This is an optimization exercise on Yosys and OpenROAD, whose aim is small area, a short achievable clock period and few clock cycles per item, not a production implementation.
No functional check of the RTL was part of any run shown here.
Power is estimated from default activity; no workload was simulated.

==> flow/design.v <==
module processor(
    input [15:0] DIN,
    input Resetn, Clock, Run,
    output reg Done,
    output reg [15:0] BusWires
    );
reg [127:0] rf;         
reg         pend;       
reg [2:0]   mvi_rx;     
wire [2:0] rx = DIN[12:10];
wire [2:0] ry = DIN[9:7];
wire is_mvi = ~DIN[14] & DIN[13];    
wire use_x  = ~pend & DIN[14];       
wire sub    = ~pend & DIN[13];       
reg [15:0] X, Y;
integer i;
always @(*) begin
    X = 16'd0;
    Y = DIN & {16{pend}};
    for (i = 0; i < 8; i = i + 1) begin
        X = X | (rf[16*i +: 16] & {16{use_x && rx == i}});
        Y = Y | (rf[16*i +: 16] & {16{!pend && ry == i}});
    end
end
wire [15:0] b = Y ^ {16{sub}};
wire [16:0] g0 = {X & b, sub};       
wire [16:0] p0 = {X ^ b, 1'b0};
wire [16:0] g1, p1, g2, p2, g3, p3, g4, p4, g5;
genvar k;
generate
    for (k = 0; k < 17; k = k + 1) begin : ks
        if (k >= 1) begin
            assign g1[k] = g0[k] | (p0[k] & g0[k-1]);
            assign p1[k] = p0[k] & p0[k-1];
        end else begin
            assign g1[k] = g0[k];
            assign p1[k] = p0[k];
        end
        if (k >= 2) begin
            assign g2[k] = g1[k] | (p1[k] & g1[k-2]);
            assign p2[k] = p1[k] & p1[k-2];
        end else begin
            assign g2[k] = g1[k];
            assign p2[k] = p1[k];
        end
        if (k >= 4) begin
            assign g3[k] = g2[k] | (p2[k] & g2[k-4]);
            assign p3[k] = p2[k] & p2[k-4];
        end else begin
            assign g3[k] = g2[k];
            assign p3[k] = p2[k];
        end
        if (k >= 8) begin
            assign g4[k] = g3[k] | (p3[k] & g3[k-8]);
            assign p4[k] = p3[k] & p3[k-8];
        end else begin
            assign g4[k] = g3[k];
            assign p4[k] = p3[k];
        end
        if (k >= 16)
            assign g5[k] = g4[k] | (p4[k] & g4[k-16]);
        else
            assign g5[k] = g4[k];
    end
endgenerate
always @(*) begin
    BusWires = p0[16:1] ^ g5[15:0];
    Done = Resetn & (pend | (Run & ~is_mvi));
end
wire [2:0] wa = pend ? mvi_rx : rx;
always @(posedge Clock) begin
    if (!pend) mvi_rx <= rx;
    pend <= Resetn & ~pend & Run & is_mvi;
    for (i = 0; i < 8; i = i + 1)
        if (Done && wa == i) rf[16*i +: 16] <= BusWires;
end
endmodule
==> flow/run.sh <==
#!/bin/bash
# synth_recipe.tcl (not shown) runs the flow's synth.tcl, then flattens the netlist and writes it again
# the make line also repeats each setting of config.mk as NAME=value (left out here)
make -C /OpenROAD-flow-scripts/flow DESIGN_CONFIG=/design/flow/config.mk WORK_HOME=/design/flow/orfs CLKGATE_MAP_FILE= SYNTH_SCRIPT=/design/flow/synth_recipe.tcl finish
==> flow/config.mk <==
export PLATFORM = sky130hd
export DESIGN_NAME = processor
export DESIGN_NICKNAME = processor
export VERILOG_FILES = /design/flow/design.v
export SDC_FILE = /design/flow/constraint.sdc
export NUM_CORES = 4
export LEC_CHECK = 0
export CAP_MARGIN = 20
export CORE_MARGIN = 2
export CORE_UTILIZATION = 40
export CTS_BUF_LIST = sky130_fd_sc_hd__clkbuf_4 sky130_fd_sc_hd__clkbuf_8
export SETUP_SLACK_MARGIN = 2
export SLEW_MARGIN = 20
==> flow/constraint.sdc <==
create_clock -name core_clock -period 10.0 [get_ports {Clock}]
set_input_delay 2.0000 -clock core_clock [delete_from_list [all_inputs] [get_ports {Clock}]]
set_output_delay 2.0000 -clock core_clock [all_outputs]
set_load 0.01 [all_outputs]
==> results of run 1 <==
metal layers:
metal / global-route usage, % / share of wire, %
met2: 34.8 / 45
met3: 4.88 / 9.8
met4: 12.9 / 3.7
met1: 32.4 / 42
met5: 0 / 0
state kept, by name, summed over array words and instances (netlist names):
signal	cells
rf	128
mvi_rx	3
pend	1
cells by family (layout without fill, tap and decap cells):
logic type                 Yosys count  in the layout  synth area share [%]
xor gates and xnor gates            31             31                  4.27
adders and majority gates           15             15                  2.87
muxes                                9              9                  1.43
and+or+nand+nor                    116            116                  10.5
DFF                                132            132                  60.0
buffers and inverters               33            122                  2.30
AOI/OAI and AO/OA                  158            158                  18.6
synthesized netlist by cell type (2+ instances only):
library cell,number
nor4_2,3
a22oi_1,87
nor2b_1,2
nand3_1,17
nor2_4,4
clkbuf_1,17
a21oi_2,3
mux2_2,3
xnor2_1,12
ha_1,15
mux2i_1,6
edfxtp_1,128
xor2_1,18
a21o_1,6
o21a_1,2
a221oi_1,15
buf_1,2
nand4_1,16
nor4_1,2
nand3b_1,3
nor3_1,8
a31oi_1,2
nor2_1,19
nand2_1,21
a21oi_1,12
a222oi_1,13
dfxtp_1,4
nand2b_1,8
o21ai_0,5
buf_2,6
inv_1,6
repair_timing:
action,4_1_cts,5_1_grt
endpoints found under the setup margin,13,10
hold buffers,0,0
resized for setup,28,18
pin swaps,6,2
buffers inserted,20,7
stage by stage:
stage | instances | util, % | worst slack (ps) | area [um2]
5_1_grt | 799 | 50.6 | 1930 | 8060
4_1_cts | 792 | 49.7 | 2000 | 7930
3_5_place_dp | 740 | 45.5 | 1120 | 7260
6_report | 799 | 50.6 | 2070 | 8060
3_3_place_gp | 740 | 45.4 | 1210 | 7240
2_1_floorplan | 494 | - | 2770 | 6540
path summary, 6_finish.rpt:
check / startpoint / to / cells after the start
setup / recovery: DIN[9] / BusWires[9] / 14
hold / removal: mvi_rx[0]$_DFF_P_ / mvi_rx[0]$_DFF_P_ / 1
setup reg to reg: pend$_DFF_P_ / rf[110]$_DFFE_PP_ / 17
hold reg to reg: mvi_rx[0]$_DFF_P_ / mvi_rx[0]$_DFF_P_ / 1
cell type report:
cell class | count | share of cell area, %
multi-input combinational | 329 | 33.3
sequential | 132 | 48.7
clock inverter | 15 | 2.25
timing repair buffer | 84 | 9.24
tap | 216 | 3.35
inverter | 6 | 0.279
clock buffer | 17 | 2.90
power by group through the flow:
stage               clock (mW)  sequential (mW)  combinational [mW]
global route             0.495            0.704               0.424
detailed placement           0            0.715               0.340
finish                   0.465            0.703               0.394
CTS                      0.472            0.702               0.362
floorplan                    0            0.712               0.199
global placement             0            0.715               0.334
worst reg2reg max path, stage by stage (launching register included):
cell,delay [ps]
dfxtp_1,310
buf_4,450
nand2b_4,280
nor2_1,70
buf_4,200
a222oi_1,350
nand3_1,180
a221oi_2,230
xor2_1,180
ha_1,290
nand2_1,130
o22ai_1,120
o311a_1,390
o2111ai_2,200
nand2_2,120
a21o_1,220
a21oi_2,190
xnor2_2,210
==> run summary, run 1 <==
Total Power -> 1.56 mW
DP HPWL -> 12400 um
Layout cells sized above 1 -> 23.5%
Die W -> 132 um
Syn_area_per_cell -> 13.2 um2
Pre-antenna DRT Iters -> 8
Final #Nets -> 604
Deepest clock path buffer count -> 2
Worst Max-Slew Pin Slew -> 718 ps
Clock power share -> 29.8%
Clock Sinks -> 132
Post-synth EDFFs -> 128
Synth Net Count -> 528
First-pass GRT wire length -> 30500 um
CTS tree -> yes
Hold Crit Class -> register to register
CP Capture Type -> primary output
F_max -> 0.126 GHz
GR Util All Layers -> 23.5%
Switching pwr -> 0.456 mW
ANT nets after route -> 0
Cells after synthesis -> 494
Root buffer cell -> clkbuf_8
Max_slew headroom -> 52.0%
Top FF cell, synth -> edfxtp_1
Int Power -> 1.11 mW
Slowest CP cell -> clkdlybuf4s50_1
DRC viols -> 0
Storage element area -> 3920 um2
# Max-Cap Violations -> 0
DRT iter0 DRCs -> 783
Final setup vio count -> 0
Core footprint -> 15900 um2
Port buffer count -> 35
Synth-to-Final Area Change -> 23.2%
Number of global-route vias before repair -> 5152
CP Max Fanout -> 15
Io pins -> 36
Max stage delay on crit path -> 640 ps
H-tree depth -> 4
Most common cell after layout, fill and taps aside -> edfxtp_1
Worst VDD drop -> 0.0904 mV
Multi-input gate area -> 2680 um2
Chip height -> 132 um
Overflow after GRT -> 0
Largest net degree at the start of global routing -> 39
Worst hold slack -> 492 ps
Setup TNS -> 0 ps
Status -> timing/DRC/antenna clean
Crit path time final -> 7930 ps
Fillers -> 1354
Sequential power share -> 45.0%
R2R Setup Slk -> 5660 ps
WP data arrival -> 5930 ps
Unrepaired setup endpoints after global routing -> true
Critical Path RT -> 8000 ps
Crit path kind -> input port to primary output
GPL Wtd Cong -> 0.893
Fin. Hold Viols -> 0
Post-DR wirelength/cell -> 25.6 um
Slew Viols, Final -> 0
Synthesized area -> 6540 um2
Startpoint Class -> input port
Register bit total from synthesis -> 132
WP buf/inv -> 3
Synth top area share -> 58.8%
Vias -> 5172
Sequential-to-total area share from yosys stat -> 60.0%
Diodes inserted -> 0
Async set-or-reset flop fraction in the synthesized netlist -> 0%
Leakage -> 2.76 nW
Setup Skew -> 10.5 ps
Logic pwr share -> 25.2%
Standard-cell row count -> 46
Die ar. -> 17400 um2
DR vias/cell -> 6.47
Power Density -> 194 nW/um2
Commonest non-fill, non-tap cells in the layout -> edfxtp_1, a22oi_1, buf_4
CTS Buf Count -> 17
CTS clk-pin slew, worst paths -> 80 ps
Cell Chain, Critical Path -> clkdlybuf4s15_2, nor4b_2, buf_4, a222oi_1, nand3_1, a221oi_2, xor2_1, ha_1, nand2_1, nand4bb_1, a21oi_2, nand2b_2, xor2_2, clkdlybuf4s50_1
Routed WL -> 20500 um
Switch share -> 29.2%
Initial Util -> 41.0%
Cell taking the most area after synthesis -> edfxtp_1
Initial antenna violation count -> 0
Top cells by area, synth -> edfxtp_1, a22oi_1, ha_1
Crit path max-delay family -> buffers and inverters
Worst skew pair latency -> 460 ps
Tcrit/Tclk final -> 79.3%
Yosys warns -> 1
Netlist cell types -> 60
==> inputs of run 2 (changes only) <==
==> flow/design.v (replaced) <==
module rdhalf_x(
    input [63:0] rf,
    input [2:0] a,
    input en,
    output reg [7:0] q
    );
integer i;
always @(*) begin
    q = 8'd0;
    for (i = 0; i < 8; i = i + 1)
        q = q | (rf[8*i +: 8] & {8{en && a == i}});
end
endmodule
module rdhalf_y(
    input [63:0] rf,
    input [2:0] a,
    input en,
    input [7:0] ext,
    input ext_sel,
    output reg [7:0] q
    );
integer i;
always @(*) begin
    q = ext & {8{ext_sel}};
    for (i = 0; i < 8; i = i + 1)
        q = q | (rf[8*i +: 8] & {8{en && a == i}});
end
endmodule
module addsub(
    input [15:0] a, b,
    input sub,
    output [15:0] p,
    output [15:0] c
    );
wire [15:0] bx = b ^ {16{sub}};
wire [16:0] g0 = {a & bx, sub};      
wire [16:0] p0 = {a ^ bx, 1'b0};
wire [16:0] g1, p1, g2, p2, g3, p3, g4;
genvar k;
generate
    for (k = 0; k < 17; k = k + 1) begin : ks
        if (k >= 1) begin
            assign g1[k] = g0[k] | (p0[k] & g0[k-1]);
            assign p1[k] = p0[k] & p0[k-1];
        end else begin
            assign g1[k] = g0[k];
            assign p1[k] = p0[k];
        end
        if (k >= 2) begin
            assign g2[k] = g1[k] | (p1[k] & g1[k-2]);
            assign p2[k] = p1[k] & p1[k-2];
        end else begin
            assign g2[k] = g1[k];
            assign p2[k] = p1[k];
        end
        if (k >= 4) begin
            assign g3[k] = g2[k] | (p2[k] & g2[k-4]);
            assign p3[k] = p2[k] & p2[k-4];
        end else begin
            assign g3[k] = g2[k];
            assign p3[k] = p2[k];
        end
        if (k >= 8)
            assign g4[k] = g3[k] | (p3[k] & g3[k-8]);
        else
            assign g4[k] = g3[k];
    end
endgenerate
assign p = p0[16:1];
assign c = g4[15:0];
endmodule
module sumxor(
    input [15:0] p, c,
    output [15:0] s
    );
assign s = p ^ c;
endmodule
module processor(
    input [15:0] DIN,
    input Resetn, Clock, Run,
    output reg Done,
    output [15:0] BusWires
    );
reg [127:0] rf;         
reg         pend;       
reg [2:0]   mvi_rx;     
wire [2:0] rx = DIN[12:10];
wire [2:0] ry = DIN[9:7];
wire is_mvi = ~DIN[14] & DIN[13];    
wire use_x  = ~pend & DIN[14];       
wire sub    = ~pend & DIN[13];       
reg [63:0] rf_lo, rf_hi;
integer i;
always @(*)
    for (i = 0; i < 8; i = i + 1) begin
        rf_lo[8*i +: 8] = rf[16*i +: 8];
        rf_hi[8*i +: 8] = rf[16*i + 8 +: 8];
    end
wire [15:0] X, Y;
rdhalf_x xlo(.rf(rf_lo), .a(rx), .en(use_x), .q(X[7:0]));
rdhalf_x xhi(.rf(rf_hi), .a(rx), .en(use_x), .q(X[15:8]));
rdhalf_y ylo(.rf(rf_lo), .a(ry), .en(~pend), .ext(DIN[7:0]), .ext_sel(pend), .q(Y[7:0]));
rdhalf_y yhi(.rf(rf_hi), .a(ry), .en(~pend), .ext(DIN[15:8]), .ext_sel(pend), .q(Y[15:8]));
wire [15:0] p, c, wdata;
addsub alu(.a(X), .b(Y), .sub(sub), .p(p), .c(c));
sumxor sum_out(.p(p), .c(c), .s(BusWires));
sumxor sum_reg(.p(p), .c(c), .s(wdata));
always @(*)
    Done = Resetn & (pend | (Run & ~is_mvi));
wire [2:0] wa = pend ? mvi_rx : rx;
always @(posedge Clock) begin
    if (!pend) mvi_rx <= rx;
    pend <= Resetn & ~pend & Run & is_mvi;
    for (i = 0; i < 8; i = i + 1)
        if (Done && wa == i) rf[16*i +: 16] <= wdata;
end
endmodule
==> flow/flow/run.sh (new file) <==
#!/bin/bash
# Standard ORFS layout with two changes:
#  - port buffers are plain buffers (sky130_fd_sc_hd__buf_2), not delay buffers;
#  - clock tree from clkbuf_8 only, without dummy balancing loads.
set -euo pipefail
bash standard.sh \
  BUFFER_PORTS_ARGS="-buffer_cell sky130_fd_sc_hd__buf_2" \
  CTS_ARGS="-sink_clustering_enable -repair_clock_nets -dont_use_dummy_load -buf_list sky130_fd_sc_hd__clkbuf_8" \
  finish > orfs_make.log 2>&1
==> flow/standard.sh (new file) <==
#!/bin/bash
# synth_recipe.tcl (not shown) runs the flow's synth.tcl, then flattens the netlist and writes it again
# the make line also repeats each setting of config.mk as NAME=value (left out here)
make -C /OpenROAD-flow-scripts/flow DESIGN_CONFIG=/design/flow/config.mk WORK_HOME=/design/flow/orfs CLKGATE_MAP_FILE= SYNTH_SCRIPT=/design/flow/synth_recipe.tcl "${@:-finish}"
--- a/flow/config.mk
+++ b/flow/config.mk
@@ -8,6 +8,6 @@
 export CAP_MARGIN = 20
 export CORE_MARGIN = 2
 export CORE_UTILIZATION = 40
-export CTS_BUF_LIST = sky130_fd_sc_hd__clkbuf_4 sky130_fd_sc_hd__clkbuf_8
 export SETUP_SLACK_MARGIN = 2
 export SLEW_MARGIN = 20
+export SYNTH_HIERARCHICAL = 1
removed: flow/run.sh
==> run 2 against run 1 <==
  * Still clean on timing, DRC and antenna
  * Die area rose by 15%
  * Sequential share of layout area fell by 0.52 points
  * Total power fell by 11%
  * Highest routed layer unchanged
==> run summary, run 2 <==
Vias -> 5294 (+2.4%)
Post-synthesis mux area share -> 12.0% (+11 points)
Crit path kind -> input port to primary output
H-tree depth -> 4 (unchanged)
Top cells by area, synth -> edfxtp_1, mux2i_1, xor2_1
Fin. Hold Viols -> 0 (unchanged)
Port buffer count -> 35 (unchanged)
Root buffer cell -> clkbuf_8
Setup TNS -> 0 ps (unchanged)
CP Max Fanout -> 48 (+33)
Placed Instance Area -> 7900 um2 (+8.9%)
Slew Viols, Final -> 0 (unchanged)
Post-synthesis simple-gate area fraction -> 7.49% (-3.0 points)
Cells after synthesis -> 570 (+15%)
GR Util All Layers -> 21.5% (-2.0 points)
Max_slew headroom -> 41.2% (-11 points)
Worst skew pair latency -> 450 ps (about the same)
Deepest clock path buffer count -> 2 (unchanged)
Syn_area_per_cell -> 13.2 um2 (about the same)
Power Density -> 170 nW/um2 (-12%)
Max reg flops -> 128 (unchanged)
Yosys warns -> 9 (+8)
Clock Sinks -> 132 (unchanged)
CTS Buf Count -> 17 (unchanged)
DR vias/cell -> 6.30 (-2.6%)
Hold Path Cell Cnt -> 1 (unchanged)
Commonest cells in the netlist -> edfxtp_1, xor2_1, mux2i_1
Sequential-to-total area share from yosys stat -> 52.0% (-8.0 points)
Largest family of logic cells by synthesized area -> compound AO/OA/AOI/OAI gates
Layout cells sized above 1 -> 21.6% (-1.9 points)
Register bit total from synthesis -> 132 (unchanged)
Most common cell after layout, fill and taps aside -> edfxtp_1
Setup Skew -> 20.1 ps (+9.66 ps)
Compound-cell area share of the yosys netlist -> 16.9% (-1.8 points)
Core footprint -> 18600 um2 (+17%)
Startpoint Class -> input port
First-pass GRT wire length -> 32000 um (+5.0%)
Fillers -> 1650 (+22%)
Routed WL -> 20900 um (+1.9%)
Finished Cell Area -> 8150 um2 (+1.1%)
Tcrit/Tclk final -> 78.2% (-1.0 points)
Async set-or-reset flop fraction in the synthesized netlist -> 0% (unchanged)
Die W -> 141 um (+7.2%)
CTS clk-pin slew, worst paths -> 70 ps (about the same)
CTS tree -> yes
Commonest non-fill, non-tap cells in the layout -> edfxtp_1, xor2_1, mux2i_1
Synth Net Count -> 604 (+14%)
Synth-to-Final Area Change -> 7.96%
Initial Util -> 40.6% (-0.41 points)
Unrepaired setup endpoints after global routing -> false
Final #Nets -> 642 (+6.3%)
Final setup vio count -> 0 (unchanged)
Worst VDD drop -> 0.120 mV (+33%)
# Max-Cap Violations -> 0 (unchanged)
Largest net degree at the start of global routing -> 49 (+26%)
Overflow after GRT -> 0 (unchanged)
Crit path time final -> 7820 ps (-101 ps)
R2R cell count -> 11 (-6)
Hold buffer count at CTS -> 0 (unchanged)
Cell taking the most area after synthesis -> edfxtp_1
Chip height -> 141 um (+7.2%)
ANT nets after route -> 0 (unchanged)
Largest registers -> rf x128, mvi_rx x3, pend x1
Synth top area share -> 50.9% (-7.8 points)
Pre-antenna DRT Iters -> 7 (-1)
DRT iter0 DRCs -> 658 (-16%)
Netlist cell types -> 62 (+3.3%)
Standard-cell row count -> 50 (+8.7%)
WP data arrival -> 5820 ps (-110 ps)
Number of global-route vias before repair -> 5421 (+5.2%)
Most frequent cell after synthesis -> edfxtp_1
Post-synth EDFFs -> 128 (unchanged)
Leakage -> 3.02 nW (+9.6%)
Critical Path RT -> 8000 ps (about the same)
CP Capture Type -> primary output
Die ar. -> 20000 um2 (+15%)
DRC viols -> 0 (unchanged)
Worst setup margin -> 2180 ps (+101 ps)
Adder-Cell Fraction of Synth Area -> 2.49% (-0.38 points)
Diodes inserted -> 0 (unchanged)
Top FF cell, synth -> edfxtp_1
Status -> timing/DRC/antenna clean
Initial antenna violation count -> 0 (unchanged)
Post-place setup slack -> 2160 ps (+1040 ps)
Synthesized area -> 7550 um2 (+15%)
F_max -> 0.128 GHz (+1.3%)
Post-DR wirelength/cell -> 24.8 um (-3.1%)
Worst Max-Slew Pin Slew -> 878 ps (+160 ps)
Hold Crit Class -> register to register
GPL Wtd Cong -> 0.870 (-2.5%)
Top reg by flops -> rf
XOR/XNOR share of the synthesized area -> 5.69% (+1.4 points)
DP HPWL -> 13400 um (+7.6%)
Io pins -> 36 (unchanged)
## run 2: changes by cell type in the layout (fill, tap and decap cells not counted), sizes merged, moves of 14 or more
cell,delta
a221o,+16
mux2i,+40
a22oi,-49
a221oi,-14
o22ai,+19
nand4,-15
xor2,+28
clkdlybuf4s50,-23
mux2,+32
## run 2: cell families after synthesis
group                    after synthesis
adder cells (fa/ha/maj)               15
AND/OR/NAND/NOR                       90
XOR/XNOR                              49
flip-flops                           132
AO/OA/AOI/OAI                        165
buffers and inverters                 38
multiplexers                          81
## run 2: metrics by stage
stage / hold WS (ps) / total power [mW] / util [%] / cells
after floorplan: 456 / 0.960 / - / 570
after global placement: 470 / 1.07 / 42.5 / 823
after detailed placement: 470 / 1.07 / 42.5 / 823
after CTS: 491 / 1.40 / 43.8 / 840
after global routing: 504 / 1.46 / 43.8 / 840
final: 489 / 1.39 / 43.8 / 840
## run 2: metal layers
layer / global-route usage [%] / routed length, um
met5: 0 / 0
met4: 7.84 / 430
met1: 28.0 / 8730
met3: 4.39 / 1590
met2: 35.7 / 10100
## run 2: final cells by class
| class | instances | area, um2 | share of cell area, % |
|---|---|---|---|
| Sequential cell | 132 | 3920 | 48.2 |
| Multi-Input combinational cell | 400 | 3380 | 41.5 |
| Tap cell | 234 | 293 | 3.59 |
| Timing Repair Buffer | 48 | 278 | 3.41 |
| Clock buffer | 17 | 234 | 2.87 |
| Inverter | 9 | 33.8 | 0.415 |
## run 2: per-module statistics from Yosys, one instance, submodules excluded
module	area, um2	copies in the design	cells	flip-flops and latches
processor	4120	1	164	132
sumxor	140	2	16	0
rdhalf_y	608	2	79	0
rdhalf_x	572	2	57	0
addsub	791	1	102	0
## run 2: power breakdown
group          switching, mW  total, mW  leakage, nW  internal [mW]
logic                  0.241      0.368         1.71          0.126
registers            0.00696      0.699         1.19          0.692
clock network          0.172      0.321        0.122          0.149
total                  0.420       1.39         3.02          0.967
## run 2: timing repair
action                                  4_1_cts  5_1_grt
resized for setup                             0        4
endpoints found under the setup margin        0        8
setup buffers                                 0        0
## run 2: critical path: stages
cell	delay [ps]
buf_4	600
buf_4	450
mux2_2	380
a221o_1	370
ha_1	360
a21o_1	240
a41o_1	230
o21a_1	190
a31oi_1	290
o21ai_0	290
xor2_1	230
buf_2	160
## run 2: worst paths after layout
| kind | from | to | slack (ps) |
|---|---|---|---|
| setup reg to reg | pend$_DFF_P_ | rf[110]$_DFFE_PP_ | 5510 |
| hold / removal | mvi_rx[0]$_DFF_P_ | mvi_rx[0]$_DFF_P_ | 490 |
| hold reg to reg | mvi_rx[0]$_DFF_P_ | mvi_rx[0]$_DFF_P_ | 490 |
| setup / recovery | DIN[10] | BusWires[14] | 2180 |
==> inputs of run 3 (changes only) <==
--- a/flow/design.v
+++ b/flow/design.v
@@ -1,29 +1,27 @@
-module rdhalf_x(
-    input [63:0] rf,
-    input [2:0] a,
-    input en,
-    output reg [7:0] q
+module rdport8(
+    input [127:0] rf,
+    input [7:0] sel,
+    output reg [15:0] q
     );
 integer i;
 always @(*) begin
-    q = 8'd0;
+    q = 16'd0;
     for (i = 0; i < 8; i = i + 1)
-        q = q | (rf[8*i +: 8] & {8{en && a == i}});
+        q = q | (rf[16*i +: 16] & {16{sel[i]}});
 end
 endmodule
-module rdhalf_y(
-    input [63:0] rf,
-    input [2:0] a,
-    input en,
-    input [7:0] ext,
+module rdport9(
+    input [127:0] rf,
+    input [7:0] sel,
+    input [15:0] ext,
     input ext_sel,
-    output reg [7:0] q
+    output reg [15:0] q
     );
 integer i;
 always @(*) begin
-    q = ext & {8{ext_sel}};
+    q = ext & {16{ext_sel}};
     for (i = 0; i < 8; i = i + 1)
-        q = q | (rf[8*i +: 8] & {8{en && a == i}});
+        q = q | (rf[16*i +: 16] & {16{sel[i]}});
 end
 endmodule
 module addsub(
@@ -89,18 +87,16 @@
 wire is_mvi = ~DIN[14] & DIN[13];    
 wire use_x  = ~pend & DIN[14];       
 wire sub    = ~pend & DIN[13];       
-reg [63:0] rf_lo, rf_hi;
+reg [7:0] xsel, ysel;
 integer i;
 always @(*)
     for (i = 0; i < 8; i = i + 1) begin
-        rf_lo[8*i +: 8] = rf[16*i +: 8];
-        rf_hi[8*i +: 8] = rf[16*i + 8 +: 8];
+        xsel[i] = use_x && rx == i;
+        ysel[i] = !pend && ry == i;
     end
 wire [15:0] X, Y;
-rdhalf_x xlo(.rf(rf_lo), .a(rx), .en(use_x), .q(X[7:0]));
-rdhalf_x xhi(.rf(rf_hi), .a(rx), .en(use_x), .q(X[15:8]));
-rdhalf_y ylo(.rf(rf_lo), .a(ry), .en(~pend), .ext(DIN[7:0]), .ext_sel(pend), .q(Y[7:0]));
-rdhalf_y yhi(.rf(rf_hi), .a(ry), .en(~pend), .ext(DIN[15:8]), .ext_sel(pend), .q(Y[15:8]));
+rdport8 portx(.rf(rf), .sel(xsel), .q(X));
+rdport9 porty(.rf(rf), .sel(ysel), .ext(DIN), .ext_sel(pend), .q(Y));
 wire [15:0] p, c, wdata;
 addsub alu(.a(X), .b(Y), .sub(sub), .p(p), .c(c));
 sumxor sum_out(.p(p), .c(c), .s(BusWires));
==> flow/flow/run.sh (replaced) <==
#!/bin/bash
# Standard ORFS layout with these changes:
#  - port buffers are plain buffers (sky130_fd_sc_hd__buf_2), not delay buffers;
#  - clock tree from clkbuf_8 only, without dummy balancing loads;
#  - setup repair limited to the moves: unbuffer,sizeup,swap
set -euo pipefail
bash standard.sh \
  BUFFER_PORTS_ARGS="-buffer_cell sky130_fd_sc_hd__buf_2" \
  CTS_ARGS="-sink_clustering_enable -repair_clock_nets -dont_use_dummy_load -buf_list sky130_fd_sc_hd__clkbuf_8" \
  SETUP_MOVE_SEQUENCE="unbuffer,sizeup,swap" \
  finish > orfs_make.log 2>&1
--- a/flow/config.mk
+++ b/flow/config.mk
@@ -8,6 +8,6 @@
 export CAP_MARGIN = 20
 export CORE_MARGIN = 2
 export CORE_UTILIZATION = 40
-export SETUP_SLACK_MARGIN = 2
+export SETUP_SLACK_MARGIN = 5
 export SLEW_MARGIN = 20
 export SYNTH_HIERARCHICAL = 1
==> run 3 against run 2 <==
  * First-iteration DRC count grew 2.3%
  * Largest power group unchanged
  * Global-route usage grew 2.4 points
  * Still clean
  * Count of clock-buffer cells in the layout is the same
  * Wire length grew 1.6%
==> run summary, run 3 <==
ANT nets after route -> 0 (unchanged)
Top cells by area, synth -> edfxtp_1, a22oi_1, xor2_1
Leakage -> 2.71 nW (-10%)
Worst skew pair latency -> 440 ps (about the same)
Largest registers -> rf x128, mvi_rx x3, pend x1
Core footprint -> 16700 um2 (-10%)
Setup TNS -> 0 ps (unchanged)
Synthesized area -> 6870 um2 (-9.0%)
Syn_area_per_cell -> 13.4 um2 (+1.3%)
Commonest cells in the netlist -> edfxtp_1, a22oi_1, xor2_1
Synth-to-Final Area Change -> 16.8%
Setup Skew -> 23.4 ps (+3.28 ps)
Max stage delay on crit path -> 870 ps (+270 ps)
Number of global-route vias before repair -> 5204 (-4.0%)
Chip height -> 135 um (-4.5%)
Hold Path Cell Cnt -> 1 (unchanged)
Slowest CP cell -> nor3_4
Overflow after GRT -> 0 (unchanged)
Async set-or-reset flop fraction in the synthesized netlist -> 0% (unchanged)
Standard-cell row count -> 47 (-6.0%)
Layout cells sized above 1 -> 29.5% (+7.9 points)
WP data arrival -> 5520 ps (-300 ps)
Io pins -> 36 (unchanged)
CTS clk-pin slew, worst paths -> 60 ps (about the same)
CTS Buf Count -> 17 (unchanged)
Deepest clock path buffer count -> 2 (unchanged)
F_max -> 0.133 GHz (+4.0%)
Top FF cell, synth -> edfxtp_1
Diodes inserted -> 0 (unchanged)
Critical Path RT -> 8000 ps (about the same)
Worst Max-Slew Pin Slew -> 1150 ps (+269 ps)
Pre-antenna DRT Iters -> 7 (unchanged)
Most frequent cell after synthesis -> edfxtp_1
# Max-Cap Violations -> 0 (unchanged)
Vias -> 5137 (-3.0%)
Crit path kind -> input port to primary output
First-pass GRT wire length -> 31300 um (-2.1%)
Hold Crit Class -> register to register
DRT iter0 DRCs -> 673 (+2.3%)
Die W -> 135 um (-4.5%)
Final #Nets -> 585 (-8.9%)
Tcrit/Tclk final -> 75.2% (-3.0 points)
Synth Net Count -> 546 (-9.6%)
Final setup vio count -> 0 (unchanged)
WP buf/inv -> 2 (-1)
Cell taking the most area after synthesis -> edfxtp_1
Status -> timing/DRC/antenna clean
Post-DR wirelength/cell -> 27.5 um (+11%)
DP HPWL -> 12600 um (-5.8%)
Worst VDD drop -> 0.0867 mV (-28%)
H-tree depth -> 4 (unchanged)
Max reg flops -> 128 (unchanged)
Crit path time final -> 7520 ps (-304 ps)
Register bit total from synthesis -> 132 (unchanged)
Unrepaired setup endpoints after global routing -> true
Cell Chain, Critical Path -> buf_6, nand2b_4, nor3_4, a22oi_1, nand3_1, xor2_1, ha_2, and2_4, a2111oi_4, o31ai_4, a21oi_4, a21oi_4, xor2_2, buf_2
Initial antenna violation count -> 0 (unchanged)
Yosys warns -> 9 (unchanged)
Max_slew headroom -> 23.3% (-18 points)
Crit path max-delay family -> simple AND/OR/NAND/NOR gates
Startpoint Class -> input port
Fin. Hold Viols -> 0 (unchanged)
Port buffer count -> 35 (unchanged)
Initial Util -> 41.1% (+0.51 points)
Commonest non-fill, non-tap cells in the layout -> edfxtp_1, a22oi_1, buf_2
Sequential-to-total area share from yosys stat -> 57.1% (+5.1 points)
Core Util, Final -> 48.0% (+4.2 points)
R2R cell count -> 15 (+4)
Setup bufs post-CTS -> 0 (unchanged)
Top reg by flops -> rf
GR Util All Layers -> 23.9% (+2.4 points)
Cells after synthesis -> 512 (-10%)
CP Max Fanout -> 16 (-67%)
CP Capture Type -> primary output
Critical path depth -> 14 (+2)
Die ar. -> 18200 um2 (-8.7%)
Clock Sinks -> 132 (unchanged)
Routed WL -> 21200 um (+1.6%)
DRC viols -> 0 (unchanged)
Power Density -> 183 nW/um2 (+7.3%)
Most common cell after layout, fill and taps aside -> edfxtp_1
Root buffer cell -> clkbuf_8
Largest net degree at the start of global routing -> 34 (-31%)
DR vias/cell -> 6.68 (+6.0%)
Most common cell on crit path -> a21oi_4
GPL Wtd Cong -> 0.865 (-0.59%)
Synth top area share -> 56.0% (+5.0 points)
CTS tree -> yes
Slew Viols, Final -> 0 (unchanged)
Hold buffer count at CTS -> 0 (unchanged)
Post-synth EDFFs -> 128 (unchanged)
Netlist cell types -> 49 (-21%)
## run 3: changes by cell type after synthesis, sizes merged, moves of 10 or more
cell    change
a221o      -16
a221oi     +16
a22o       +16
a22oi      +42
mux2       -33
mux2i      -46
nand4      +16
nor3b      -10
o22ai      -20
## run 3: modules after synthesis, one instance, submodules excluded
| module | times used | cells |
|---|---|---|
| processor | 1 | 189 |
| rdport8 | 1 | 96 |
| sumxor | 2 | 16 |
| rdport9 | 1 | 93 |
| addsub | 1 | 102 |
## run 3: final timing paths
path	to	slack, ps	from
setup reg to reg	rf[25]$_DFFE_PP_	5520	pend$_DFF_P_
hold reg to reg	mvi_rx[1]$_DFF_P_	490	mvi_rx[1]$_DFF_P_
setup / recovery	BusWires[13]	2480	DIN[9]
hold / removal	mvi_rx[1]$_DFF_P_	490	mvi_rx[1]$_DFF_P_
## run 3: routing by layer
metal / share of wire, % / global-route usage, % / vias up
met5: 0 / 0 / -
met4: 4.4 / 11.7 / 0
met3: 8.0 / 5.37 / 74
met2: 49 / 39.6 / 328
met1: 39 / 29.7 / 2575
li1: - / - / 2160
## run 3: kinds of logic (layout without fill, tap and decap cells)
group,count (synthesis),in the layout,synth area share (%)
compound gates,176,176,21.1
flops,132,132,57.1
simple gates,97,97,7.49
xor+xnor,49,49,6.25
buf+inv,41,78,4.86
fa+ha+maj,15,15,2.73
mux,2,2,0.437
## run 3: cell type report
type	instances	area, um2
well taps	220	275
flip-flops and latches	132	3920
fillers	1484	8680
clock buffers	17	234
multi-input cells	339	3200
repair buffers	55	362
inverters	6	22.5
## run 3: what timing repair did
| action | 4_1_cts | 5_1_grt |
|---|---|---|
| pin swaps | 27 | 13 |
| resized for setup | 44 | 25 |
| endpoints found under the setup margin | 104 | 104 |
| gates cloned | 0 | 0 |
## run 3: stage by stage
stage	hold WS (ps)	std cells	area (um2)	total power [mW]	setup slack, ps
2_1_floorplan	456	512	7040	0.966	3500
3_3_place_gp	465	752	7390	1.08	2370
3_5_place_dp	466	752	7390	1.09	2390
4_1_cts	490	769	7880	1.45	2450
5_1_grt	503	769	8020	1.53	2430
6_report	489	769	8020	1.47	2480
## run 3: where the power goes
part | internal [mW] | switching (mW) | leakage [nW]
Clock | 0.149 | 0.172 | 0.122
Combinational | 0.158 | 0.283 | 1.40
Sequential | 0.696 | 0.00791 | 1.19

==> afterwards: timing with drivers on the ports <==
In the flow no input, the clock included, has a driving cell. The finished layouts below were timed again as built, in two steps.
Step 1 assumes that a clkbuf_16 drives the clock port and a buf_2 every other input.
Step 2 also shifts input and output timing later by t, the mid clock arrival at the registers, as if the neighbouring blocks saw the same clock.
Three values: no drivers, after step 1, after step 2; two values: the first two.
| run | t, ns | setup slack, ns | hold slack, ns | latest minus earliest clock arrival (ns) |
|---|---|---|---|---|
| run 1 | 0.491 | 2.075 / 2.046 / 2.046 | 0.492 / 0.492 / 0.492 | 0.010 / 0.011 |
| run 2 | 0.477 | 2.176 / 2.145 / 2.145 | 0.489 / 0.489 / 0.489 | 0.020 / 0.020 |
| run 3 | 0.469 | 2.479 / 2.448 / 2.448 | 0.489 / 0.489 / 0.489 | 0.024 / 0.023 |
After both steps setup and hold are still met in every run listed.
